Source: an optimization exercise on an open RTL-to-GDS flow (aim: a short achievable clock period and few clock cycles). Production flows keep margins and buffers that such runs may drop.
Only simulation tests tie the RTL to the original design; equivalence was not proved.
The clock port is modelled as an ideal driver, which makes a skipped or thinned clock tree look cheaper than it is; a real chip needs a root buffer or a tree.
Power is estimated from default activity; no workload was simulated.

==> module cpu_top, before the edit <==
module cpu_top (
    input wire clk,
    input wire rst,
    output wire [15:0] mem_addr,
    input wire [7:0] mem_rdata,
    output wire [7:0] mem_wdata,
    output wire mem_we,
    output wire [7:0] out_value,
    output wire halted
);
    reg [15:0] ma;        
    reg [15:0] ret;       
    reg [7:0]  dr;        
    reg [7:0]  m0;
    reg [7:0]  a, b, c;
    reg [7:0]  outr;
    reg        we;
    reg        hlt, hlt_p;
    reg        first;
    reg        st_boot, st_op, st_aft, st_lo, st_data;
    reg        k_lda, k_sta;              
    reg        w_a, w_b, w_c;             
    reg sel_c;                                    
    reg a_add, a_and, a_xor, a_or, a_mov, a_cma, a_shl, a_shr;
    reg y_x, y_inv, y_cin;                        
    reg b_inc, b_dec, b_fa, b_fc;
    reg c_inc, c_dec, c_fa, c_fb;
    assign mem_addr  = ma;
    assign mem_wdata = a;
    assign mem_we    = we;
    assign out_value = outr;
    assign halted    = hlt;
    wire [7:0] d = mem_rdata;
    wire dr_mvi_a = dr == 8'h3E;
    wire dr_mvi_b = dr == 8'h06;
    wire dr_mvi_c = dr == 8'h0E;
    wire dr_lda   = dr == 8'h3A;
    wire dr_sta   = dr == 8'h32;
    wire dr_jmp   = dr == 8'hC3;
    wire dr_multi = dr_mvi_a | dr_mvi_b | dr_mvi_c | dr_lda | dr_sta | dr_jmp;
    wire run     = ~hlt_p & ~hlt;
    wire byte_op = st_op | (st_aft & ~dr_multi);    
    wire dec1    = st_aft & ~dr_multi;              
    wire opnd1   = st_aft & dr_multi;               
    wire is_hlt  = run & byte_op & (d == 8'h76);
    wire [7:0] x   = sel_c ? c : b;
    wire [7:0] y   = (x & {8{y_x}}) ^ {8{y_inv}};
    wire [7:0] sum = a + y + {7'b0, y_cin};
    wire [7:0] a_n = ({8{a_add}} & sum)
                   | ({8{a_and}} & (a & x))
                   | ({8{a_xor}} & (a ^ x))
                   | ({8{a_or}}  & (a | x))
                   | ({8{a_mov}} & x)
                   | ({8{a_cma}} & ~a)
                   | ({8{a_shl}} & {a[6:0], 1'b0})
                   | ({8{a_shr}} & {1'b0, a[7:1]});
    wire a_w = a_add | a_and | a_xor | a_or | a_mov | a_cma | a_shl | a_shr;
    wire [7:0] b_id = b + (b_inc ? 8'h01 : 8'hFF);
    wire [7:0] c_id = c + (c_inc ? 8'h01 : 8'hFF);
    wire [7:0] b_n = (b_inc | b_dec) ? b_id : (b_fa ? a : c);
    wire [7:0] c_n = (c_inc | c_dec) ? c_id : (c_fa ? a : b);
    wire b_w = b_inc | b_dec | b_fa | b_fc;
    wire c_w = c_inc | c_dec | c_fa | c_fb;
    wire [15:0] ma_inc = ma + 16'd1;
    always @(posedge clk) begin
        if (st_boot) begin
            a <= 8'h00; b <= 8'h00; c <= 8'h00;
        end else begin
            if (w_a) a <= dr;
            else if (a_w) a <= a_n;
            if (w_b) b <= dr;
            else if (b_w) b <= b_n;
            if (w_c) c <= dr;
            else if (c_w) c <= c_n;
        end
        if (st_boot) ma <= 16'h0000;
        else if (run) begin
            if (opnd1 && dr_jmp) ma <= {d, m0};
            else if (st_lo) ma <= {dr, d};
            else if (st_data) ma <= ret;
            else ma <= ma_inc;
        end
        if (run && st_lo) ret <= ma_inc;
        if (run) dr <= d;
        if (first) m0 <= d;
    end
    always @(posedge clk or posedge rst) begin
        if (rst) begin
            outr <= 8'h00;
            {sel_c, a_add, a_and, a_xor, a_or, a_mov, a_cma, a_shl, a_shr} <= 9'b0;
            {y_x, y_inv, y_cin} <= 3'b0;
            {b_inc, b_dec, b_fa, b_fc, c_inc, c_dec, c_fa, c_fb} <= 8'b0;
            we <= 1'b0; hlt <= 1'b0; hlt_p <= 1'b0; first <= 1'b0;
            st_boot <= 1'b1; st_op <= 1'b0; st_aft <= 1'b0; st_lo <= 1'b0; st_data <= 1'b0;
            k_lda <= 1'b0; k_sta <= 1'b0;
            w_a <= 1'b0; w_b <= 1'b0; w_c <= 1'b0;
        end else begin
            if (b_inc) outr <= b_id;
            sel_c <= dr[0] | (dr == 8'h48);
            a_add <= run && dec1 && (dr == 8'h80 || dr == 8'h81 || dr == 8'h90 || dr == 8'h91 ||
                                     dr == 8'h3C || dr == 8'h3D);
            y_x   <= dr[7];
            y_inv <= (dr[7] & dr[4]) | (dr == 8'h3D);
            y_cin <= (dr[7] & dr[4]) | (dr == 8'h3C);
            a_and <= run && dec1 && (dr == 8'hA0 || dr == 8'hA1);
            a_xor <= run && dec1 && (dr == 8'hA8 || dr == 8'hA9);
            a_or  <= run && dec1 && (dr == 8'hB0 || dr == 8'hB1);
            a_mov <= run && dec1 && (dr == 8'h78 || dr == 8'h79);
            a_cma <= run && dec1 && (dr == 8'h2F);
            a_shl <= run && dec1 && (dr == 8'h17);
            a_shr <= run && dec1 && (dr == 8'h1F);
            b_inc <= run && dec1 && (dr == 8'h04);
            b_dec <= run && dec1 && (dr == 8'h05);
            b_fa  <= run && dec1 && (dr == 8'h47);
            b_fc  <= run && dec1 && (dr == 8'h41);
            c_inc <= run && dec1 && (dr == 8'h0C);
            c_dec <= run && dec1 && (dr == 8'h0D);
            c_fa  <= run && dec1 && (dr == 8'h4F);
            c_fb  <= run && dec1 && (dr == 8'h48);
            first <= st_boot;
            hlt_p <= is_hlt;
            hlt   <= hlt | hlt_p | (is_hlt & ~(st_aft & dr == 8'h04));
            if (run) begin
                we <= st_lo & k_sta;
                if (opnd1) begin
                    k_lda <= dr_lda;
                    k_sta <= dr_sta;
                end
                w_a <= (opnd1 & dr_mvi_a) | (st_data & k_lda);
                w_b <= opnd1 & dr_mvi_b;
                w_c <= opnd1 & dr_mvi_c;
                st_boot <= 1'b0;
                st_op   <= st_boot | (opnd1 & ~(dr_lda | dr_sta)) | st_data;
                st_aft  <= byte_op;
                st_lo   <= opnd1 & (dr_lda | dr_sta);
                st_data <= st_lo;
            end else begin
                we <= 1'b0;
                w_a <= 1'b0; w_b <= 1'b0; w_c <= 1'b0;
            end
        end
    end
endmodule
==> flow/config.mk <==
export PLATFORM = sky130hd
export DESIGN_NAME = cpu_top
export DESIGN_NICKNAME = cpu_top
export VERILOG_FILES = /design/flow/design.v
export SDC_FILE = /design/flow/constraint.sdc
export NUM_CORES = 4
export LEC_CHECK = 0
export ABC_CLOCK_PERIOD_IN_PS = 2500
export CAP_MARGIN = 20
export CORE_MARGIN = 2
export CORE_UTILIZATION = 40
export SLEW_MARGIN = 20
export SYNTH_MEMORY_MAX_BITS = 262144
==> flow/constraint.sdc <==
create_clock -name core_clock -period 11.0 [get_ports {clk}]
set_input_delay 2.2000 -clock core_clock [delete_from_list [all_inputs] [get_ports {clk}]]
set_output_delay 2.2000 -clock core_clock [all_outputs]
set_load 0.01 [all_outputs]
standard.sh (not shown) runs the stock make flow with config.mk's settings and CLKGATE_MAP_FILE= SYNTH_SCRIPT=/design/flow/synth_recipe.tcl, a recipe that flattens the netlist after the stock synthesis.
==> flow/flow/run.sh <==
#!/bin/bash
set -euo pipefail
source flow/settings.sh
bash standard.sh synth > synth.log 2>&1
bash standard.sh SETUP_SLACK_MARGIN=$MARGIN place > place.log 2>&1
bash standard.sh SETUP_SLACK_MARGIN=$MARGIN CLK_NBUF=$CLK_NBUF CLK_BUFCELL=$CLK_BUFCELL CLK_INV1=${CLK_INV1:-} CLK_INV2=${CLK_INV2:-} \
  RUN_SCRIPT=$PWD/flow/cts.tcl RUN_LOG_NAME_STEM=4_1_cts run > cts.log 2>&1
bash standard.sh SETUP_SLACK_MARGIN=$MARGIN do-4_cts do-route > route.log 2>&1
bash standard.sh SETUP_SLACK_MARGIN=$MARGIN finish > finish.log 2>&1
Other scripts of this flow, unchanged in this note and not shown: flow/flow/cts.tcl, flow/flow/settings.sh
Testbench counts at the start, summed over its fixed seeds: cycles 42,401.
Then changed:
--- a/flow/design.v
+++ b/flow/design.v
@@ -9,15 +9,17 @@
     output wire [7:0] out_value,
     output wire halted
 );
     reg [15:0] ma;        
-    reg [15:0] ret;       
+    reg [15:0] pc;        
+    reg [7:0]  wd;        
     reg [7:0]  dr;        
     reg [7:0]  m0;
     reg [7:0]  a, b, c;
     reg [7:0]  outr;
     reg        we;
-    reg        hlt, hlt_p;
+    reg        hlt;        
+    reg        frz;        
     reg        first;
     reg        st_boot, st_op, st_aft, st_lo, st_data;
     reg        k_lda, k_sta;              
     reg        w_a, w_b, w_c;             
@@ -26,9 +28,9 @@
     reg y_x, y_inv, y_cin;                        
     reg b_inc, b_dec, b_fa, b_fc;
     reg c_inc, c_dec, c_fa, c_fb;
     assign mem_addr  = ma;
-    assign mem_wdata = a;
+    assign mem_wdata = wd;
     assign mem_we    = we;
     assign out_value = outr;
     assign halted    = hlt;
     wire [7:0] d = mem_rdata;
@@ -38,13 +40,13 @@
     wire dr_lda   = dr == 8'h3A;
     wire dr_sta   = dr == 8'h32;
     wire dr_jmp   = dr == 8'hC3;
     wire dr_multi = dr_mvi_a | dr_mvi_b | dr_mvi_c | dr_lda | dr_sta | dr_jmp;
-    wire run     = ~hlt_p & ~hlt;
+    wire run     = ~frz;
     wire byte_op = st_op | (st_aft & ~dr_multi);    
     wire dec1    = st_aft & ~dr_multi;              
     wire opnd1   = st_aft & dr_multi;               
-    wire is_hlt  = run & byte_op & (d == 8'h76);
+    wire is_hlt  = run & byte_op & (d == 8'h76);    
     wire [7:0] x   = sel_c ? c : b;
     wire [7:0] y   = (x & {8{y_x}}) ^ {8{y_inv}};
     wire [7:0] sum = a + y + {7'b0, y_cin};
     wire [7:0] a_n = ({8{a_add}} & sum)
@@ -61,9 +63,9 @@
     wire [7:0] b_n = (b_inc | b_dec) ? b_id : (b_fa ? a : c);
     wire [7:0] c_n = (c_inc | c_dec) ? c_id : (c_fa ? a : b);
     wire b_w = b_inc | b_dec | b_fa | b_fc;
     wire c_w = c_inc | c_dec | c_fa | c_fb;
-    wire [15:0] ma_inc = ma + 16'd1;
+    wire [15:0] pc_inc = pc + 16'd1;
     always @(posedge clk) begin
         if (st_boot) begin
             a <= 8'h00; b <= 8'h00; c <= 8'h00;
         end else begin
@@ -77,12 +79,17 @@
         if (st_boot) ma <= 16'h0000;
         else if (run) begin
             if (opnd1 && dr_jmp) ma <= {d, m0};
             else if (st_lo) ma <= {dr, d};
-            else if (st_data) ma <= ret;
-            else ma <= ma_inc;
+            else if (st_data) ma <= pc;
+            else ma <= pc_inc;
         end
-        if (run && st_lo) ret <= ma_inc;
+        if (st_boot) pc <= 16'h0000;
+        else if (run) begin
+            if (opnd1 && dr_jmp) pc <= {d, m0};
+            else if (!st_data) pc <= pc_inc;
+        end
+        wd <= a;
         if (run) dr <= d;
         if (first) m0 <= d;
     end
     always @(posedge clk or posedge rst) begin
@@ -90,9 +97,9 @@
             outr <= 8'h00;
             {sel_c, a_add, a_and, a_xor, a_or, a_mov, a_cma, a_shl, a_shr} <= 9'b0;
             {y_x, y_inv, y_cin} <= 3'b0;
             {b_inc, b_dec, b_fa, b_fc, c_inc, c_dec, c_fa, c_fb} <= 8'b0;
-            we <= 1'b0; hlt <= 1'b0; hlt_p <= 1'b0; first <= 1'b0;
+            we <= 1'b0; hlt <= 1'b0; frz <= 1'b0; first <= 1'b0;
             st_boot <= 1'b1; st_op <= 1'b0; st_aft <= 1'b0; st_lo <= 1'b0; st_data <= 1'b0;
             k_lda <= 1'b0; k_sta <= 1'b0;
             w_a <= 1'b0; w_b <= 1'b0; w_c <= 1'b0;
         end else begin
@@ -118,10 +125,10 @@
             c_dec <= run && dec1 && (dr == 8'h0D);
             c_fa  <= run && dec1 && (dr == 8'h4F);
             c_fb  <= run && dec1 && (dr == 8'h48);
             first <= st_boot;
-            hlt_p <= is_hlt;
-            hlt   <= hlt | hlt_p | (is_hlt & ~(st_aft & dr == 8'h04));
+            frz <= frz | is_hlt;
+            hlt <= frz | (is_hlt & ~(st_aft & dr == 8'h04));
             if (run) begin
                 we <= st_lo & k_sta;
                 if (opnd1) begin
                     k_lda <= dr_lda;
Effect: The new run ran to the end with no violations. Clock skew rose by 3.4 ps. Die area does not change. Power rose by 79%. Routed wire length goes down by 11%. Worst hold slack is about the same. Final area climbs by about 0.3%.
Testbench counts after the change, summed over its fixed seeds: cycles 42,401.
In every run of this note, the design's own scripts or RTL, not TritonCTS, make the clock network.

[port drivers added, routing unchanged]
The flow's constraints put no driver on any port. The routed layouts listed below were extracted and timed again, unchanged, in two steps. Step 1 (the two cells are an assumption about what drives the block):
set clk [get_ports {clk}]
set_driving_cell -lib_cell sky130_fd_sc_hd__clkbuf_16 $clk
set_driving_cell -lib_cell sky130_fd_sc_hd__buf_2 [delete_from_list [all_inputs] $clk]
Step 2 moves the port delays by t, midway between the first and last clock arrival at a register: inputs arrive t later, outputs are due t later. That takes back most of the time a late clock gives input paths. Three values: ideal ports, drivers, drivers and shift; two values: the first two.
run | shift t [ns] | slack for setup (ns) | hold WS [ns] | worst data-port slew with drivers (ns)
the first run | 0.272 | 8.035 / 7.892 / 7.877 | 0.471 / 0.472 / 0.472 | 0.06
the second run | 0.278 | 8.122 / 7.975 / 8.038 | 0.474 / 0.475 / 0.475 | 0.06
After both steps every run listed still meets setup and hold. The setup slack of the first run, which loses most, moves by -0.143 ns with the drivers and by -0.158 ns with both steps.
